This is an optimization exercise on Yosys and OpenROAD, whose aim is small area, not a production implementation.
Function was checked by simulation only, so behaviour that the tests miss may differ from the original.
Power figures rest on the tool's default switching activity, not on a simulated workload.

<file path="design/flow/design.v">
module tick_clock(
  input  [10:0] p,
  input  [4:0]  r,
  output        move_en
);
wire [7:0] q = p[10:3];
assign move_en = (p[2:0] == 3'd2) & (
  (q == 8'd22  & r == 5'd1)  | (q == 8'd47  & r == 5'd4)  |
  (q == 8'd72  & r == 5'd7)  | (q == 8'd97  & r == 5'd10) |
  (q == 8'd122 & r == 5'd13) | (q == 8'd147 & r == 5'd16) |
  (q == 8'd172 & r == 5'd19) | (q == 8'd197 & r == 5'd23));
endmodule
module vga_time_generator(
  input             clk,
  input             rst,
  output reg [10:0] p,
  output reg [9:0]  y,
  output reg [4:0]  r,
  output            vga_clk,
  output            vga_hs,
  output            vga_vs,
  output            vga_blank,
  output            border
);
function ge11(input [10:0] v, input [10:0] c);
  integer i; reg t;
  begin t = 1'b1; for (i = 0; i < 11; i = i + 1) t = c[i] ? (v[i] & t) : (v[i] | t); ge11 = t; end
endfunction
function ge10(input [9:0] v, input [9:0] c);
  integer i; reg t;
  begin t = 1'b1; for (i = 0; i < 10; i = i + 1) t = c[i] ? (v[i] & t) : (v[i] | t); ge10 = t; end
endfunction
reg fresh;    
wire p_wrap = p[10] & p[9] & (&p[5:0]);           
wire line   = (p == 11'd1503);                     
wire y_wrap = y[9] & y[3] & y[2];                  
wire r_wrap = r[4] & r[3];                         
reg [10:0] p_inc; reg [9:0] y_inc; reg [4:0] r_inc;
integer i; reg c;
always @(*) begin
  c = 1'b1;
  for (i = 0; i < 11; i = i + 1) begin p_inc[i] = p[i] ^ c; c = c & p[i]; end
  c = 1'b1;
  for (i = 0; i < 10; i = i + 1) begin y_inc[i] = y[i] ^ c; c = c & y[i]; end
  c = 1'b1;
  for (i = 0; i < 5; i = i + 1) begin r_inc[i] = r[i] ^ c; c = c & r[i]; end
end
always @(posedge clk) begin
  fresh <= rst;
  if (rst) p <= 11'd1279;
  else p <= p_wrap ? 11'd0 : p_inc;
  if (rst) y <= 10'd480;
  else if (line) y <= y_wrap ? 10'd0 : y_inc;
  if (rst) r <= 5'd5;
  else if (line) r <= r_wrap ? 5'd0 : r_inc;
end
assign vga_clk   = ~p[0];
assign vga_hs    = ~fresh & (~ge11(p, 11'd1312) | ge11(p, 11'd1504));
assign vga_vs    = ~fresh & ~(y[9:1] == 9'd245);
assign vga_blank = ~ge11(p, 11'd1280) & ~ge10(y, 10'd480);
assign border    = ~ge11(p, 11'd43) | ge11(p, 11'd1241) | ~ge10(y, 10'd21) | ge10(y, 10'd460);
endmodule
module direction(
  input      CLOCK_50,
  input      rst,
  input      reset,
  input [3:0] KEY,
  output reg mv,
  output reg ax,
  output reg sg
);
wire any = ~&KEY;
always @(posedge CLOCK_50) begin
  if (rst | reset) mv <= 1'b0;
  else if (any) mv <= 1'b1;
  if (any) begin
    ax <= KEY[0] & KEY[1];
    sg <= KEY[0] & (~KEY[1] | KEY[2]);
  end
end
endmodule
module snakebody(
  input        CLOCK_50,
  input        rst,
  input        move_en,
  input [10:0] p,
  input [9:0]  y,
  input        start,
  input        reset,
  input [3:0]  KEY,
  output reg   head
);
wire mv, ax, sg;
reg [11:0] headX, headY;
direction dir(.CLOCK_50(CLOCK_50), .rst(rst), .reset(reset), .KEY(KEY), .mv(mv), .ax(ax), .sg(sg));
function [11:0] step5(input [11:0] v, input en, input sg);
  integer i; reg c;
  begin
    step5[0] = v[0] ^ en;
    c = en & (v[0] ^ sg);
    step5[1] = v[1] ^ c;
    c = c & (v[1] ^ sg);
    step5[2] = v[2] ^ en ^ c;
    c = en & ((v[2] ^ sg) | c);
    for (i = 3; i < 12; i = i + 1) begin step5[i] = v[i] ^ c; c = c & (v[i] ^ sg); end
  end
endfunction
function win(input [9:0] v, input [11:0] h);
  integer i; reg ok; reg c2;
  begin
    c2 = (v[1] & ~h[1]) | ((v[1] | ~h[1]) & v[0] & ~h[0]);
    ok = ~h[11] & ~h[10] & (v[9] | ~h[9]) & (c2 == ~(v[2] ^ h[2]));
    for (i = 2; i < 9; i = i + 1) ok = ok & (~(v[i+1] ^ h[i+1]) == (v[i] | ~h[i]));
    win = ok;
  end
endfunction
wire ld = rst | (move_en & ~(start & ~reset));
wire go = move_en & mv;
always @(posedge CLOCK_50) begin
  headX <= ld ? 12'd320 : step5(headX, go & ~ax, sg);
  headY <= ld ? 12'd240 : step5(headY, go & ax, sg);
end
always @(posedge CLOCK_50)
  head <= ~(p[10] & p[9]) & win(p[10:1], headX) & win(y, headY);
endmodule
module ESLab_VGA(CLOCK_50,RESET,VGA_R,VGA_G,VGA_B,VGA_BLANK_N,VGA_CLK,VGA_HS,VGA_SYNC_N,VGA_VS,
                 KEY,SW,LEDR,LEDG);
input         CLOCK_50;
input         RESET;
output [7:0]  VGA_B;
output        VGA_BLANK_N;
output        VGA_CLK;
output [7:0]  VGA_G;
output        VGA_HS;
output [7:0]  VGA_R;
output        VGA_SYNC_N;
output        VGA_VS;
input  [3:0]  KEY;
input  [1:0]  SW;
output [1:0]  LEDR;
output [3:0]  LEDG;
wire [10:0] p;
wire [9:0]  y;
wire [4:0]  r;
wire        move_en, border, head;
assign LEDR = SW;
assign LEDG = KEY;
assign VGA_SYNC_N = 1'b1;
assign VGA_B = 8'h00;
vga_time_generator vga0(.clk(CLOCK_50), .rst(RESET), .p(p), .y(y), .r(r), .vga_clk(VGA_CLK),
                        .vga_hs(VGA_HS), .vga_vs(VGA_VS), .vga_blank(VGA_BLANK_N), .border(border));
tick_clock tick(.p(p), .r(r), .move_en(move_en));
snakebody snake(.CLOCK_50(CLOCK_50), .rst(RESET), .move_en(move_en), .p(p), .y(y),
                .start(SW[1]), .reset(SW[0]), .KEY(KEY), .head(head));
assign VGA_R = (VGA_BLANK_N & border) ? 8'hFF : 8'h10;
assign VGA_G = (VGA_BLANK_N & head)   ? 8'hFF : 8'h10;
endmodule
</file>
<file path="design/flow/run.sh">
#!/bin/bash
# synth_recipe.tcl (not shown) runs the flow's synth.tcl, then flattens the netlist and writes it again
# the make line also repeats each setting of config.mk as NAME=value (left out here)
make -C /OpenROAD-flow-scripts/flow DESIGN_CONFIG=/design/flow/config.mk WORK_HOME=/design/flow/orfs CLKGATE_MAP_FILE= SYNTH_SCRIPT=/design/flow/synth_recipe.tcl finish
</file>
<file path="design/flow/config.mk">
export PLATFORM = sky130hd
export DESIGN_NAME = ESLab_VGA
export DESIGN_NICKNAME = ESLab_VGA
export VERILOG_FILES = /design/flow/design.v
export SDC_FILE = /design/flow/constraint.sdc
export NUM_CORES = 4
export LEC_CHECK = 0
export CAP_MARGIN = 20
export CORE_MARGIN = 2
export CORE_UTILIZATION = 40
export SLEW_MARGIN = 20
</file>
<file path="design/flow/constraint.sdc">
create_clock -name core_clock -period 20.0 [get_ports {CLOCK_50}]
set_input_delay 4.0000 -clock core_clock [delete_from_list [all_inputs] [get_ports {CLOCK_50}]]
set_output_delay 4.0000 -clock core_clock [all_outputs]
set_load 0.01 [all_outputs]
</file>
==> results.txt, run 1 <==
Hold Crit Class=reg2reg; Post-CTS Resized=0; first-pass GRT wire length=16,000 um; XOR/XNOR Fraction of Synth Area=4.97%; RSZ-0062 raised after global routing=no; nets=551; Async SR Flop Fraction=0%; depth of the CTS H-tree=2; CP bufs+invs=2; slowest CP cell=clkdlybuf4s50_1; Site Rows=36; clk latency of the worst-skew pair=0.32 ns; peak supply drop=48.3 uV; Cell Chain, Critical Path=clkdlybuf4s50_1, clkdlybuf4s50_1; Avg Inst Size Synth=8.06 um2; worst path arrival time=5.05 ns; Post-DP HPWL=6680 um; simple-gate portion of the synthesized area=25.7%; Die Ht=105 um; DIE WIDTH=105 um; Area Overhead vs Synth=7.59%; Slew Limit Fails=0; antenna-violating nets left=0; Period minus WS final=9.05 ns; MaxCap Viol Count=0; Synth Area in Compound Gates=16.3%; Yosys Warn Count=3; Worst Path Class, Setup=in2out; run status=timing/DRC/antenna clean; Final Hold Violating Endpoints=0; CTS root buf=clkbuf_8; Initial Util=41.3%; Crit path required time=16.00 ns; crit path capture type=output port; CTS clk-pin slew, worst paths=0.10 ns; Ant. Diodes=0; startpoint class of the critical path=input port; Post CTS Setup Buffer Count=0; fin crit share=45.2%; total power=263 uW; largest net degree at the start of global routing=43; Slew HR=46.6%; Final setup viols=0; Placeable Area=0.00982 mm2; largest family of logic cells by synthesized area=simple AND/OR/NAND/NOR gates; Worst Path Max Fanout=3; hold slack=0.507 ns; Synth Cell Area=0.00405 mm2; DRC violations left=0; setup total negative slack=0 ns; layout cells sized above 1=4.59%; max incr delay on CP=0.55 ns; hold_buf cts=0; Seq/Total Area, Yosys=27.7%; Synth Area in Adders=13.5%; CTS tree=yes; CTS sink count=55; total leakage power=0.00177 uW; vias per cell=5.64; routed len/inst=14.9 um; number of global-route vias before repair=3,399; CP dominant cell by count=clkdlybuf4s50_1; CTS max path bufs=2; Seq cells post-synth=55; IO Count=43; delay-heaviest family, CP=buffers and inverters; die area=0.0110 mm2; drt pass-1 iters=5; gate count after technology mapping=503; IO buf count=31; mux contribution to synthesized area=0.895%; Final Util=44.4%; routed wire length=9440 um; Slew @ Worst Pin=0.800 ns; Post-synth EDFFs=2; Setup Skew=0.0105 ns; Top FF cell, synth=dfxtp_1; CTS Buf Count=5; 1st-iter DRT viols=131; non-filler cells, final=634; fmax=0.111 GHz; gr usage total=17.6%; Cell Pwr Density=60.3 mW/mm2; post-synth cell types=67; Overflow after GRT=0; initial antenna violation count=0; RD Place Congestion=0.828; dpl cells=626; Via Count=3,577
cells in the final DEF (no fill, tap or decap), drive strengths merged, types with 4 or more instances in the layout:
cell type	Yosys	layout
dfxtp	53	53
nand2	48	48
ha	43	43
a21oi	31	31
clkdlybuf4s50	0	31
inv	31	31
nor2	30	30
nand3	25	25
o21ai	22	22
nand4	17	17
xnor2	12	12
xor2	11	11
conb	2	11
nor3	10	10
nor4	9	9
a31oi	8	8
and3	8	8
o211ai	7	7
nor2b	6	6
a32o	5	5
clkbuf	21	5
nand2b	4	4
or4	4	4
nand4b	4	4
nor3b	4	4
a32oi	4	4
buf	33	4
metrics by stage:
stage / worst slack, ns / cell area, um2
finish: 10.95 / 4360
global route: 10.92 / 4360
CTS: 10.95 / 4360
detailed placement: 10.96 / 4270
global placement: 10.96 / 4270
floorplan: 11.88 / 4090
routing by layer:
metal  GRT usage [%]  routed length, um
met5               0                  0
met1            23.9               4520
met4            6.48                243
met2            28.6               4220
met3            2.12                464
synth_stat cells (11+ instances only):
library cell	n	area share (%)
xnor2_1	12	2.6
nand3_1	25	3.1
buf_4	29	5.4
clkbuf_1	21	1.9
inv_1	29	2.7
a21oi_1	31	3.8
xor2_1	11	2.4
nor2_1	28	2.6
o21ai_0	13	1.6
ha_1	43	13
nand2_1	48	4.4
dfxtp_1	53	26
nand4_1	17	2.6
report_power, final:
part,switching [uW],internal [uW]
Combinational,36.7,30.1
Sequential,14.3,117
Clock,39.8,24.5
Total,90.8,172
area by class of cell:
type	instances	area, um2
Inverter	31	116
Clock buffer	5	68.8
Clock inverter	3	20.0
Multi-Input combinational cell	372	2530
Timing Repair Buffer	35	340
Sequential cell	55	1120
Tap cell	133	166
Fill cell	1012	5460
flip-flops by register name, indices dropped and copies added, names as in the netlist:
name and cells:
vga0.fresh 1, vga0.r 5, vga0.p 11, vga0.y 10, snake.dir.mv 1, snake.dir.sg 1, snake.head 1, snake.dir.ax 1
snake.headX 12, snake.headY 12
final timing paths:
path                            slack, ns  depth (start not counted)       from             end
worst max register to register      17.34                          8  vga0.r[1]  snake.headY[1]
worst min register to register       0.51                          2  vga0.y[1]       vga0.y[1]
worst max-delay path                10.95                          2      SW[0]         LEDR[0]
worst min-delay path                 0.51                          2  vga0.y[1]       vga0.y[1]
kinds of logic (layout without fill, tap and decap cells):
logic type,Yosys count,count (layout)
AND/OR/NAND/NOR,190,190
buffers and inverters,85,74
multiplexers,3,3
XOR/XNOR,23,23
adder cells (fa/ha/maj),44,44
AO/OA/AOI/OAI,101,101
other,2,11
flip-flops,55,55
==> inputs of run 2 (changes only) <==
--- a/design/flow/config.mk
+++ b/design/flow/config.mk
@@ -5,6 +5,7 @@
 export SDC_FILE = /design/flow/constraint.sdc
 export NUM_CORES = 4
 export LEC_CHECK = 0
+export ABC_AREA = 1
 export CAP_MARGIN = 20
 export CORE_MARGIN = 2
 export CORE_UTILIZATION = 40
==> results.txt, run 2 <==
run status=timing/DRC/antenna clean; CP dominant cell by count=clkdlybuf4s50_1; Final Hold Violating Endpoints=0 (unchanged); Post-Layout Inst Area=0.00426 mm2 (-2.2%); fin worst setup slack=10.95 ns (-0.00380 ns); fmax=0.111 GHz (about the same); Commonest cells post-synth=76 x inv_1, 75 x nand2_1, 64 x nor2_1, 53 x dfxtp_1; # fillers=933 (-7.8%); commonest non-fill, non-tap cell in the layout=inv_1; CTS sink count=55 (unchanged); gate count after technology mapping=538 (+7.0%); crit path capture type=output port; slowest CP cell=clkdlybuf4s50_1; Crit path required time=16.00 ns (about the same); Seq/Total Area, Yosys=29.0% (+1.3 points); total leakage power=0.00196 uW (+11%); layout cells sized above 1=5.98% (+1.4 points); Slew HR=61.2% (+15 points); RD Place Congestion=0.915 (+11%); Synth Cell Area=0.00387 mm2 (-4.6%); Yosys top cell by area=dfxtp_1; largest registers=snake.headX: 12 flops, snake.headY: 12 flops, vga0.p: 11 flops; largest net degree at the start of global routing=18 (-58%); Post-DP HPWL=6710 um (+0.47%); Site Rows=35 (-2.8%); commonest non-fill, non-tap cells in the layout=76 x inv_1, 75 x nand2_1, 64 x nor2_1; delay-heaviest family, CP=buffers and inverters; hold_buf cts=0 (unchanged); Initial Util=41.4% (+0.18 points); max incr delay on CP=0.55 ns (about the same); Placeable Area=0.00933 mm2 (-5.0%); Via Count=3,363 (-6.0%); CTS max path bufs=2 (unchanged); busiest grt layer=met2; area share of the largest cell type after synthesis=27.4% (+1.3 points); post-synth cell types=40 (-40%); RSZ-0062 raised after global routing=no; Post-synth EDFFs=2 (unchanged); depth of the CTS H-tree=2 (unchanged); die area=0.0105 mm2 (-4.4%); Final setup viols=0 (unchanged); 1st-iter DRT viols=148 (+13%); IO buf count=31 (unchanged); CP bufs+invs=2 (unchanged); peak supply drop=35.7 uV (-26%); Setup Skew=0.00935 ns (-0.00118 ns); antenna-violating nets left=0 (unchanged); Slew @ Worst Pin=0.580 ns (-0.220 ns); Seq cells post-synth=55 (unchanged); DIE WIDTH=102 um (-2.2%); Ant. Diodes=0 (unchanged); Yosys Warn Count=3 (unchanged); Async SR Flop Fraction=0% (unchanged); fin crit share=45.2% (about the same); worst path arrival time=5.05 ns (about the same); Overflow after GRT=0 (unchanged); nets=602 (+9.3%); Top FF cell, synth=dfxtp_1; total power=277 uW (+5.5%); startpoint class of the critical path=input port; initial antenna violation count=0 (unchanged); Worst Path Class, Setup=in2out; Area Overhead vs Synth=10.3%; Cell Pwr Density=65.0 mW/mm2 (+7.9%); DRC violations left=0 (unchanged); CTS root buf=clkbuf_8; Post CTS Setup Buffer Count=0 (unchanged); Period minus WS final=9.05 ns (+0.00380 ns); routed wire length=8540 um (-9.6%); Die Ht=102 um (-2.2%); Slew Limit Fails=0 (unchanged); IO Count=43 (unchanged); clk latency of the worst-skew pair=0.32 ns (about the same); worst slack, placed=10.96 ns (+0.000900 ns); drt pass-1 iters=5 (unchanged); most frequent cell after synthesis=inv_1; first-pass GRT wire length=14,400 um (-9.9%); synth top area cells=dfxtp_1 27%, ha_1 14%, inv_1 7.4%; Final Util=45.7% (+1.3 points); R2R setup slack=17.47 ns (+0.13 ns); GR Layer Usage met3=2.33% (+0.20 points); routing usage on met1=22.7% (-1.2 points); MaxCap Viol Count=0 (unchanged); Avg Inst Size Synth=7.19 um2 (-11%); Worst Path Max Fanout=3 (unchanged); gr usage total=17.3% (-0.25 points); placed cell areas=0.00413 mm2 (-3.3%); CTS Buf Count=5 (unchanged); grt met2 use=29.9% (+1.3 points); Hold Crit Class=reg2reg; CTS clk-pin slew, worst paths=0.10 ns (about the same); setup total negative slack=0 ns (unchanged); number of global-route vias before repair=3,128 (-8.0%); vias per cell=4.94 (-12%); Post-CTS Resized=0 (unchanged); routed len/inst=12.5 um (-16%); Cell Chain, Critical Path=clkdlybuf4s50_1, clkdlybuf4s50_1; CTS tree=yes
-- run 2: cell types whose count changed after synthesis, sizes merged, moves of 6 or more --
cell / previous run / this run
inv: 31 / 84
nor2: 30 / 69
nand2: 48 / 78
o21ai: 22 / 48
clkbuf: 21 / 4
nand4: 17 / 8
xnor2: 12 / 5
nor2b: 6 / 0
o211ai: 7 / 1
-- run 2: final timing paths --
check,from,endpoint,cells after the start
setup / recovery,SW[0],LEDR[0],2
hold / removal,vga0.r[4],vga0.r[4],1
setup reg to reg,snake.dir.sg,snake.headX[10],8
hold reg to reg,vga0.r[4],vga0.r[4],1
-- run 2: area by class of cell --
cell class | count | area [um2] | area share (%)
multi-input combinational | 371 | 2200 | 51.7
sequential | 55 | 1120 | 26.3
timing repair buffer | 33 | 325 | 7.63
inverter | 85 | 320 | 7.51
tap | 129 | 161 | 3.79
clock buffer | 6 | 93.8 | 2.20
clock inverter | 2 | 37.5 | 0.880
-- run 2: power breakdown --
group | total, uW | internal [uW] | leakage (uW) | switching (uW)
Clock | 84.5 | 45.0 | 0.0000626 | 39.5
Combinational | 67.4 | 25.1 | 0.00144 | 42.3
Sequential | 125 | 116 | 0.000453 | 8.88
-- run 2: per-stage QoR --
step	instances	hold slack, ns
6_report	681	0.503
5_1_grt	681	0.534
4_1_cts	681	0.511
3_5_place_dp	673	0.487
3_3_place_gp	673	0.478
2_1_floorplan	547	0.452
-- run 2: logic make-up (layout without fill, tap and decap cells) --
family	count (synthesis)	count (layout)	share of synthesized area, %
buffers and inverters	121	126	14.9
AND/OR/NAND/NOR	200	200	24.2
adder cells (fa/ha/maj)	43	43	13.9
other	2	11	0.194
AO/OA/AOI/OAI	105	105	15.1
XOR/XNOR	12	12	2.72
flip-flops	55	55	29.0
-- run 2: metal layers --
layer	vias up	share of wire, %
met5	-	0
li1	1756	-
met1	1535	49
met3	8	3.6
met2	64	46
met4	0	1.2
==> inputs of run 3 (changes only) <==
==> design/flow/flow/run.sh (new file) <==
#!/bin/bash
# Standard synthesis, then the combinational logic re-mapped by ABC for area (registers,
# their cell types and names untouched), checked equivalent by Yosys, then the standard
# layout steps on that netlist.
set -uo pipefail
W=$(pwd)
F=$W/flow
R=$W/orfs/results/$FLOW_PLATFORM/ESLab_VGA/base
YOSYS=$FLOW_HOME/../tools/install/yosys/bin/yosys
export LIB=$FLOW_HOME/platforms/sky130hd/lib/sky130_fd_sc_hd__tt_025C_1v80.lib
export TOP=$FLOW_TOP

bash standard.sh synth > std_synth.log 2>&1 || exit 1
cp $R/1_2_yosys.v std_1_2_yosys.v

ok=0
if $YOSYS -q -p "read_liberty -ignore_miss_func $LIB; write_verilog -noattr models_raw.v" > models.log 2>&1 &&
   python3 $F/models.py models_raw.v models.v >> models.log 2>&1; then
  export MODELS=$W/models.v IN_V=$W/std_1_2_yosys.v OUT_V=$W/reopt.v ABC_SCRIPT=$F/abc.script
  export DU="$(grep -oE 'cell \("sky130_fd_sc_hd__(lpflow|probe)[a-z0-9_]*' $LIB | sed 's/cell ("/-dont_use /' | tr '\n' ' ')"
  if $YOSYS -c $F/reopt.tcl > reopt.log 2>&1 && $YOSYS -c $F/equiv.tcl > equiv.log 2>&1; then
    ok=1
  fi
fi
if [[ $ok == 1 ]]; then
  echo "using the re-mapped netlist" > netlist_choice.txt
  cp reopt.v $R/1_2_yosys.v
else
  echo "using the standard netlist" > netlist_choice.txt
fi
touch $R/1_2_yosys.v
bash standard.sh finish > std_finish.log 2>&1 || exit 1
test -f out/final.def
==> design/flow/flow/abc.script (new file) <==
strash
dc2
dch -f
amap
topo
==> design/flow/flow/equiv.tcl (new file) <==
yosys read_liberty -ignore_miss_func $::env(LIB)
yosys read_verilog $::env(IN_V)
yosys rename $::env(TOP) gold
yosys read_verilog $::env(OUT_V)
yosys rename $::env(TOP) gate
yosys hierarchy -check
yosys flatten gold gate
yosys delete t:\$scopeinfo
yosys opt_clean
yosys equiv_make gold gate equiv
yosys hierarchy -top equiv
yosys equiv_simple
yosys equiv_status -assert
==> design/flow/flow/models.py (new file) <==
# Keep only the combinational cell models of a Yosys dump of the liberty file.
import re, sys
s = open(sys.argv[1]).read()
keep = []
for body, name in re.findall(r'(module (\S+)\(.*?endmodule)', s, re.S):
    kind = name.split('__')[1]
    if re.match(r'(df|edf|sdf|sedf|dl|sdl|conb|lpflow|probe|fill|tap|decap|diode|ebuf|einv|macro)', kind):
        continue
    if 'always' in body or 'reg ' in body:
        continue
    keep.append(body)
open(sys.argv[2], 'w').write("\n".join(keep) + "\n")
==> design/flow/flow/reopt.tcl (new file) <==
# re-map the combinational logic of the standard netlist; flip-flops and their names stay
yosys read_liberty -lib $::env(LIB)
yosys read_verilog $::env(IN_V)
yosys hierarchy -top $::env(TOP)
yosys techmap -map $::env(MODELS)
yosys techmap
yosys rename -hide w:_*_.*
yosys opt -fast
yosys opt_clean
yosys abc -liberty $::env(LIB) {*}$::env(DU) -script $::env(ABC_SCRIPT)
yosys opt_clean
yosys hilomap -singleton -hicell sky130_fd_sc_hd__conb_1 HI -locell sky130_fd_sc_hd__conb_1 LO
yosys splitnets
yosys insbuf -buf sky130_fd_sc_hd__buf_4 A X
yosys opt_clean
yosys write_verilog -noattr -noexpr -nohex -nodec $::env(OUT_V)
yosys tee -o $::env(OUT_V).stat stat -liberty $::env(LIB)
==> design/flow/standard.sh (new file) <==
#!/bin/bash
# synth_recipe.tcl (not shown) runs the flow's synth.tcl, then flattens the netlist and writes it again
# the make line also repeats each setting of config.mk as NAME=value (left out here)
make -C /OpenROAD-flow-scripts/flow DESIGN_CONFIG=/design/flow/config.mk WORK_HOME=/design/flow/orfs CLKGATE_MAP_FILE= SYNTH_SCRIPT=/design/flow/synth_recipe.tcl "${@:-finish}"
removed: design/flow/run.sh
==> results.txt, run 3 <==
Cell Pwr Density=60.8 mW/mm2 (-6.5%); MaxCap Viol Count=0 (unchanged); slowest CP cell=clkdlybuf4s50_1; CTS max path bufs=2 (unchanged); Avg Inst Size Synth=7.01 um2 (-2.4%); CTS Buf Count=5 (unchanged); IO buf count=31 (unchanged); commonest non-fill, non-tap cell in the layout=nor2_1; clk latency of the worst-skew pair=0.31 ns (about the same); Flop pwr share=54.7% (+9.5 points); Comb power frac=14.6% (-9.7 points); DIE WIDTH=93.9 um (-8.2%); gr usage total=19.1% (+1.8 points); R2R cell count=17 (+9); Die Ht=93.9 um (-8.2%); HP Start=vga0.p[0]; initial antenna violation count=0 (unchanged); CP bufs+invs=2 (unchanged); run status=timing/DRC/antenna clean; antenna-violating nets left=0 (unchanged); Final Util=46.3% (+0.55 points); fmax=0.110 GHz (-0.18%); Final Hold Violating Endpoints=0 (unchanged); startpoint class of the critical path=input port; routed wire length=7970 um (-6.7%); Worst Path Class, Setup=in2out; Post-CTS Resized=0 (unchanged); fin crit share=45.3% (+0.082 points); CP dominant cell by count=clkdlybuf4s50_1; Initial Util=41.6% (+0.16 points); Clock Power Share=30.7% (+0.2 points); Setup Skew=0.00948 ns (+0.000129 ns); first-pass GRT wire length=13,500 um (-6.2%); nets=488 (-19%); Reg2Reg Capture Point=snake.headX[11]; 1st-iter DRT viols=152 (+2.7%); Slew Limit Fails=0 (unchanged); CTS root buf=clkbuf_8; hold_buf cts=0 (unchanged); layout cells sized above 1=1.66% (-4.3 points); RD Place Congestion=0.946 (+3.4%); switch share=28.0% (-4.7 points); Synth Cell Area=0.00323 mm2 (-16%); hold endpoint=vga0.p[0]; commonest non-fill, non-tap cells in the layout=76 x nor2_1, 67 x clkinv_1, 53 x dfxtp_1; Period minus WS final=9.07 ns (+0.0164 ns); total leakage power=0.00119 uW (-39%); P_int=157 uW (-16%); Overflow after GRT=0 (unchanged); Via Count=3,214 (-4.4%); RSZ-0062 raised after global routing=no; WHS Path Cells=1 (unchanged); crit path capture type=output port; max incr delay on CP=0.55 ns (about the same); DRC violations left=0 (unchanged); setup total negative slack=0 ns (unchanged); path length in cells of the critical path=2 (unchanged); number of global-route vias before repair=2,857 (-8.7%); delay-heaviest family, CP=buffers and inverters; largest net degree at the start of global routing=20 (+2); Hold Crit Class=reg2reg; Area Overhead vs Synth=11.2%; peak supply drop=27.7 uV (-22%); Post CTS Setup Buffer Count=0 (unchanged); largest registers=snake.headX: 12 flops, snake.headY: 12 flops, vga0.p: 11 flops; gate count after technology mapping=461 (-14%); CTS tree=yes; die area=0.00881 mm2 (-16%); Placeable Area=0.00777 mm2 (-17%); Slew @ Worst Pin=0.731 ns (+0.151 ns); Final setup viols=0 (unchanged); Worst Path Max Fanout=3 (unchanged); routed len/inst=13.7 um (+9.0%); sw power=61.2 uW (-33%); depth of the CTS H-tree=2 (unchanged); Post-DP HPWL=6280 um (-6.5%); CTS sink count=55 (unchanged); Slew HR=51.2% (-10 points); Site Rows=32 (-8.6%); Yosys Warn Count=3 (unchanged); worst r2r src=vga0.p[8]; R2R setup slack=16.20 ns (-1.27 ns); Cell Chain, Critical Path=clkdlybuf4s50_1, clkdlybuf4s50_1; vias per cell=5.51 (+12%); CTS clk-pin slew, worst paths=0.09 ns (about the same); drt pass-1 iters=5 (unchanged); IO Count=43 (unchanged); Ant. Diodes=0 (unchanged); worst path arrival time=5.07 ns (+0.02 ns); Crit path required time=16.00 ns (about the same)
[run 3: changes by cell type in the layout (fill, tap and decap cells not counted), sizes merged, moves of 7 or more]
cell	before	now
inv	84	0
clkinv	1	67
ha	43	0
nand2	78	44
nand3	25	8
nor3	7	21
o221ai	0	14
nor2	69	76
xor2	7	0
[run 3: layout make-up]
| class | instances | area, um2 |
|---|---|---|
| inverter | 67 | 251 |
| multi-input combinational | 319 | 1680 |
| clock buffer | 8 | 100 |
| tap | 102 | 128 |
| timing repair buffer | 32 | 318 |
| fill | 811 | 4170 |
| sequential | 55 | 1120 |
[run 3: metal layers]
metal / part of all wire, % / GRT usage, %
met1: 47 / 26.2
met2: 47 / 31.5
met3: 4.6 / 2.89
met4: 1.1 / 4.59
met5: 0 / 0
[run 3: per-stage QoR]
step	total power, uW	area [um2]	instances	hold slack, ns	setup slack [ns]
2_1_floorplan	144	3270	470	0.397	11.88
3_3_place_gp	154	3490	575	0.414	10.96
3_5_place_dp	154	3490	575	0.416	10.93
4_1_cts	221	3590	583	0.442	10.93
5_1_grt	230	3590	583	0.448	10.88
6_report	219	3590	583	0.435	10.93
[run 3: worst max-delay path by stage]
stage,start,endpoint,slack [ns]
after global placement,KEY[2],LEDG[2],10.96
final,KEY[2],LEDG[2],10.93
after global routing,KEY[2],LEDG[2],10.88
after CTS,KEY[2],LEDG[2],10.93
after detailed placement,KEY[2],LEDG[2],10.93
after floorplan,KEY[0],LEDG[0],11.88
[run 3: power groups by stage]
| stage | logic [uW] | registers, uW | clock network, uW |
|---|---|---|---|
| final | 31.9 | 119 | 67.1 |
| after CTS | 32.0 | 119 | 69.6 |
| after floorplan | 23.9 | 120 | 0 |
| after global routing | 36.4 | 120 | 73.6 |
| after detailed placement | 31.7 | 122 | 0 |
| after global placement | 31.8 | 122 | 0 |
==> inputs of run 4 (changes only) <==
--- a/design/flow/flow/run.sh
+++ b/design/flow/flow/run.sh
@@ -29,5 +29,6 @@
   echo "using the standard netlist" > netlist_choice.txt
 fi
 touch $R/1_2_yosys.v
+export BUFFER_PORTS_ARGS="-buffer_cell sky130_fd_sc_hd__buf_1"
 bash standard.sh finish > std_finish.log 2>&1 || exit 1
 test -f out/final.def
==> results.txt, run 4 <==
DRC violations left=0 (unchanged); routing usage on met1=24.2% (-2.0 points); Post-DP HPWL=6050 um (-3.7%); Worst Path Class, Setup=in2out; IO Count=43 (unchanged); Period minus WS final=8.28 ns (-0.785 ns); R2R cell count=19 (+2); peak supply drop=40.6 uV (+47%); worst r2r src=vga0.r[0]; largest net degree at the start of global routing=20 (unchanged); Slew HR=54.4% (+3.3 points); MaxCap Viol Count=0 (unchanged); Synth Cell Area=0.00323 mm2 (unchanged); nets=488 (unchanged); CTS sink count=55 (unchanged); Die Ht=93.9 um (unchanged); run status=timing/DRC/antenna clean; routed wire length=7790 um (-2.3%); total leakage power=0.00111 uW (-6.7%); setup total negative slack=0 ns (unchanged); Final setup viols=0 (unchanged); RD Place Congestion=0.963 (+1.8%); initial antenna violation count=0 (unchanged); fin crit share=41.4% (-3.9 points); busiest grt layer=met2; layout cells sized above 1=1.66% (unchanged); Overflow after GRT=0 (unchanged); CTS root buf=clkbuf_8; DIE WIDTH=93.9 um (unchanged); routed len/inst=13.4 um (-2.3%); Ant. Diodes=0 (unchanged); CP bufs+invs=2 (unchanged); area taken by flip-flops and latches=0.00112 mm2 (unchanged); worst path arrival time=4.28 ns (-0.79 ns); delay-heaviest family, CP=buffers and inverters; vias per cell=5.50 (-0.16%); antenna-violating nets left=0 (unchanged); Reg2Reg Capture Point=snake.headX[11]; crit path capture type=output port; commonest non-fill, non-tap cells in the layout=76 x nor2_1, 67 x clkinv_1, 53 x dfxtp_1; GR Layer Usage met3=2.89% (unchanged); IO buf count=31 (unchanged); placed cell areas=0.00330 mm2 (-5.6%); max incr delay on CP=0.16 ns (-0.39 ns); RSZ-0062 raised after global routing=no; Yosys Warn Count=3 (unchanged); largest registers=snake.headX: 12 flops, snake.headY: 12 flops, vga0.p: 11 flops; Slew Limit Fails=0 (unchanged); Post CTS Setup Buffer Count=0 (unchanged); Hold Crit Class=reg2reg; # fillers=831 (+2.5%); Post-CTS Resized=0 (unchanged); fmax=0.121 GHz (+9.5%); hold_buf cts=0 (unchanged); area of the multi-input gates=0.00168 mm2 (unchanged); drt pass-1 iters=6 (+1); Via Count=3,209 (-0.16%); slowest CP cell=buf_1; HP Start=vga0.p[0]; CP dominant cell by count=buf_1; Final Hold Violating Endpoints=0 (unchanged); hold endpoint=vga0.p[0]; gr usage total=18.2% (-0.87 points); number of global-route vias before repair=2,848 (-0.32%); clk latency of the worst-skew pair=0.31 ns (about the same); Slew @ Worst Pin=0.682 ns (-0.0487 ns); die area=0.00881 mm2 (unchanged); R2R setup slack=16.34 ns (+0.14 ns); depth of the CTS H-tree=2 (unchanged); CTS tree=yes; Placeable Area=0.00777 mm2 (unchanged); gate count after technology mapping=461 (unchanged); Cell Pwr Density=62.4 mW/mm2 (+2.6%); CTS clk-pin slew, worst paths=0.09 ns (about the same); Area Overhead vs Synth=4.92%; Cell Chain, Critical Path=buf_1, buf_1; Site Rows=32 (unchanged); Worst Path Max Fanout=3 (unchanged); grt met2 use=30.2% (-1.3 points); WHS Path Cells=1 (unchanged); commonest non-fill, non-tap cell in the layout=nor2_1; startpoint class of the critical path=input port; Initial Util=41.6% (unchanged); Crit path required time=16.00 ns (about the same); CTS Buf Count=5 (unchanged); Setup Skew=0.00718 ns (-0.00230 ns); Avg Inst Size Synth=7.01 um2 (unchanged); Post-Layout Inst Area=0.00339 mm2 (-5.6%); 1st-iter DRT viols=193 (+27%); first-pass GRT wire length=12,900 um (-4.4%); CTS max path bufs=2 (unchanged)
-- run 4: changes by cell type in the layout (fill, tap and decap cells not counted) --
| cell | before | now |
|---|---|---|
| clkbuf_8 | 7 | 6 |
| buf_1 | 0 | 31 |
| clkdlybuf4s50_1 | 31 | 0 |
| clkinv_2 | 0 | 1 |
-- run 4: how the worst max path moves through the flow --
stage | startpoint | to | slack [ns] | cells past startpoint
after floorplan | KEY[0] | LEDG[0] | 11.88 | 1
after global placement | KEY[2] | LEDG[2] | 11.73 | 2
after detailed placement | KEY[2] | LEDG[2] | 11.72 | 2
after CTS | KEY[2] | LEDG[2] | 11.71 | 2
after global routing | KEY[2] | LEDG[2] | 11.69 | 2
final | KEY[2] | LEDG[2] | 11.72 | 2
-- run 4: per-layer routing --
layer  part of all wire [%]  wire, um
met1                     47      3660
met5                      0         0
met3                    5.2       406
met2                     46      3610
met4                    1.5       116
-- run 4: per-stage QoR --
stage	cells	hold slack [ns]	setup slack, ns	total power [uW]	utilization (%)
floorplan	470	0.397	11.88	144	-
detailed placement	575	0.415	11.72	150	42.5
finish	583	0.432	11.72	211	43.7
CTS	583	0.438	11.71	214	43.7
global placement	575	0.412	11.73	150	42.5
global route	583	0.467	11.69	224	43.7
-- run 4: layout make-up --
class	instances	area share, %
Tap cell	102	3.76
Clock inverter	1	0.148
Sequential cell	55	33.1
Multi-Input combinational cell	319	49.4
Inverter	67	7.42
Clock buffer	7	2.55
Timing Repair Buffer	32	3.65
-- run 4: where the power goes --
| group | switching (uW) | internal [uW] | leakage (uW) |
|---|---|---|---|
| Combinational | 19.6 | 8.79 | 0.000614 |
| Sequential | 5.73 | 114 | 0.000453 |
| Clock | 35.8 | 28.1 | 0.0000482 |
| Total | 61.1 | 150 | 0.00111 |

==> re-timing with driven ports <==
No port has a modelled driver above. Below, the same layouts with a new extraction and two added sets of constraints.
Step 1, drivers: a clkbuf_16 drives CLOCK_50 and a buf_2 each remaining input, both assumed.
Step 2 also shifts input and output timing later by t, the mid clock arrival at the registers, as if the neighbouring blocks saw the same clock.
a / b / c = ideal / step 1 / step 2; a / b = the first two.
run | t, ns | setup WS [ns] | hold WS [ns] | worst slew at a driven data input, ns | pins driven straight from the clock port
run 1 | 0.343 | 10.954 / 10.931 / 10.931 | 0.507 / 0.507 / 0.507 | 0.03 | 1
run 2 | 0.343 | 10.950 / 10.925 / 10.925 | 0.503 / 0.503 / 0.503 | 0.03 | 1
run 3 | 0.335 | 10.934 / 10.905 / 10.905 | 0.435 / 0.435 / 0.435 | 0.03 | 1
run 4 | 0.331 | 11.719 / 11.690 / 11.690 | 0.432 / 0.432 / 0.432 | 0.03 | 1
After both steps setup and hold are still met in every run listed.
